Background: an optimization exercise with open tools, aiming at small area, a short achievable clock period and few clock cycles. Do not read the settings as production practice. Where RTL was checked, it was by simulation tests only, not by an equivalence proof against the original.

## tpu_top
module tpu_top#(
	parameter ARRAY_SIZE = 8,
	parameter SRAM_DATA_WIDTH = 32,
	parameter DATA_WIDTH = 8,
	parameter OUTPUT_DATA_WIDTH = 16
)
(
	input clk,
	input srstn,
	input tpu_start,
	input [SRAM_DATA_WIDTH-1:0] sram_rdata_w0,
	input [SRAM_DATA_WIDTH-1:0] sram_rdata_w1,
	input [SRAM_DATA_WIDTH-1:0] sram_rdata_d0,
	input [SRAM_DATA_WIDTH-1:0] sram_rdata_d1,
	output [9:0] sram_raddr_w0,
	output [9:0] sram_raddr_w1,
	output [9:0] sram_raddr_d0,
	output [9:0] sram_raddr_d1,
	output sram_write_enable_a0,
	output [ARRAY_SIZE*OUTPUT_DATA_WIDTH-1:0] sram_wdata_a,
	output [5:0] sram_waddr_a,
	output sram_write_enable_b0,
	output [ARRAY_SIZE*OUTPUT_DATA_WIDTH-1:0] sram_wdata_b,
	output [5:0] sram_waddr_b,
	output sram_write_enable_c0,
	output [ARRAY_SIZE*OUTPUT_DATA_WIDTH-1:0] sram_wdata_c,
	output [5:0] sram_waddr_c,
	output tpu_done
);
Settings: LEC_CHECK=0, CAP_MARGIN=20, CORE_MARGIN=2, CORE_UTILIZATION=55, SETUP_SLACK_MARGIN=5, SLEW_MARGIN=20, SYNTH_HIERARCHICAL=1; clock period 9.0 ns.
standard.sh (not shown) runs the stock make flow with config.mk's settings and CLKGATE_MAP_FILE= SYNTH_SCRIPT=/design/flow/synth_recipe.tcl, a recipe that flattens the netlist after the stock synthesis.
==> flow/flow/run.sh <==
#!/bin/bash
set -euo pipefail
MARGIN=$(cat flow/margin.txt)
bash standard.sh SETUP_SLACK_MARGIN=$MARGIN finish > standard_flow.log 2>&1
==> flow/flow/margin.txt <==
6.0
The starting point finished clean.
==> next run, changes <==
- CTS_CLUSTER_DIAMETER: default -> 120
- CTS_CLUSTER_SIZE: default -> 30
After rerunning: The new run completed without violations; flip-flop and latch count is unchanged; via count falls slightly; global-route usage falls by 0.32 points; final area went down by a few percent; register-to-register slack is worse by 0.07 ns; first-iteration DRC count decreases slightly.
No functional check of the RTL was part of any run of this note.

* * *

job 8562:
Another version of the RTL of tpu_top (not shown whole).
Size: ~3100 flip-flops, about 580 I/O pins, about 200000 um2 of cells after synthesis.
clock: 9.0 ns
lec_check: 0
cap_margin: 20
core_margin: 2
core_utilization: 55
setup_slack_margin: 5
slew_margin: 20
synth_hierarchical: 1
Scripts as last shown in full above: flow/flow/run.sh, flow/flow/margin.txt
Testbench counts of job 8562, summed over its fixed seeds: cycles 4,032.
Input-level comparison between job 3905 and job 8562:
==> flow/flow/margin.txt <==
5.5
diff --git a/flow/config.mk b/flow/config.mk
--- a/flow/config.mk
+++ b/flow/config.mk
@@ -9,4 +9,5 @@
 export CORE_MARGIN = 2
 export CORE_UTILIZATION = 55
+export CTS_BUF_LIST = sky130_fd_sc_hd__clkbuf_8
 export SETUP_SLACK_MARGIN = 5
 export SLEW_MARGIN = 20
--- outcome ---
Job 3905 reports its startpoint of the most critical setup path as write_out.xw[48] while job 8562 reports write_out.xw[44]. On number of clock sinks, job 8562 tracks job 3905 almost exactly. Job 3905 vs. job 8562: clock insertion delay at the later pin of the skew report saw an increase; largest net degree at the start of global routing lost 15%; HPWL after detailed placement went down; first-pass GRT wire length went down 3.6%. Going from job 8562 to job 3905, sequential share of cell area grows by 2.3 points. The achievable clock frequency in job 8562 is 1.06 times that in job 3905.
diff inputs: job 3905 => job 1364
diff --git a/flow/config.mk b/flow/config.mk
--- a/flow/config.mk
+++ b/flow/config.mk
@@ -9,5 +9,4 @@
 export CORE_MARGIN = 2
 export CORE_UTILIZATION = 55
-export CTS_BUF_LIST = sky130_fd_sc_hd__clkbuf_8
 export SETUP_SLACK_MARGIN = 5
 export SLEW_MARGIN = 20
Results
- Number of nets in the layout shrinks slightly when moving from job 3905 to job 1364.
- Reported for job 1364 and job 3905, final weighted congestion in routability-driven placement turned out identical to the last digit.
- [compare] base=job 3905 new=job 1364: share of the clock period used by the worst path shrank by 0.97 points, critical path depth now sits at about the same level, design area saw a decrease, first-pass GRT wire length went down 0.67%.
- Number of search-and-repair iterations in the first detailed-routing pass in job 1364 is 1 above job 3905.

[separate check: timing with driven ports]
The results above use ideal ports. As a check the final layouts listed here were re-extracted and re-timed, cells and wires unchanged.
Step 1 (the two cells are an assumption about what drives the block):
set clk [get_ports {clk}]
set_driving_cell -lib_cell sky130_fd_sc_hd__clkbuf_16 $clk
set_driving_cell -lib_cell sky130_fd_sc_hd__buf_2 [delete_from_list [all_inputs] $clk]
Step 2 also shifts input and output timing later by t, the mid clock arrival at the registers, as if the neighbouring blocks saw the same clock.
Three values: ideal, step 1, step 2; two values: the first two.
run | t (ns) | slack for setup (ns) | worst setup path after step 2 | clock arrival spread, ns
the first run of note 1 | 1.044 | 5.627 / 5.523 / 5.344 | input to register | 0.085 / 0.085
the second run of note 1 | 1.060 | 5.532 / 5.429 / 5.364 | input to register | 0.082 / 0.081
job 8562 | 1.025 | 5.650 / 5.548 / 5.027 | input to register | 0.039 / 0.040
job 3905 | 1.256 | 5.447 / 5.348 / 4.595 | input to register | 0.081 / 0.081
job 1364 | 1.014 | 5.534 / 5.434 / 4.590 | input to register | 0.059 / 0.059
After both steps setup and hold are still met in every run listed. For job 1364, which loses most, drivers alone change the setup slack by -0.100 ns; drivers and shift together by -0.944 ns.
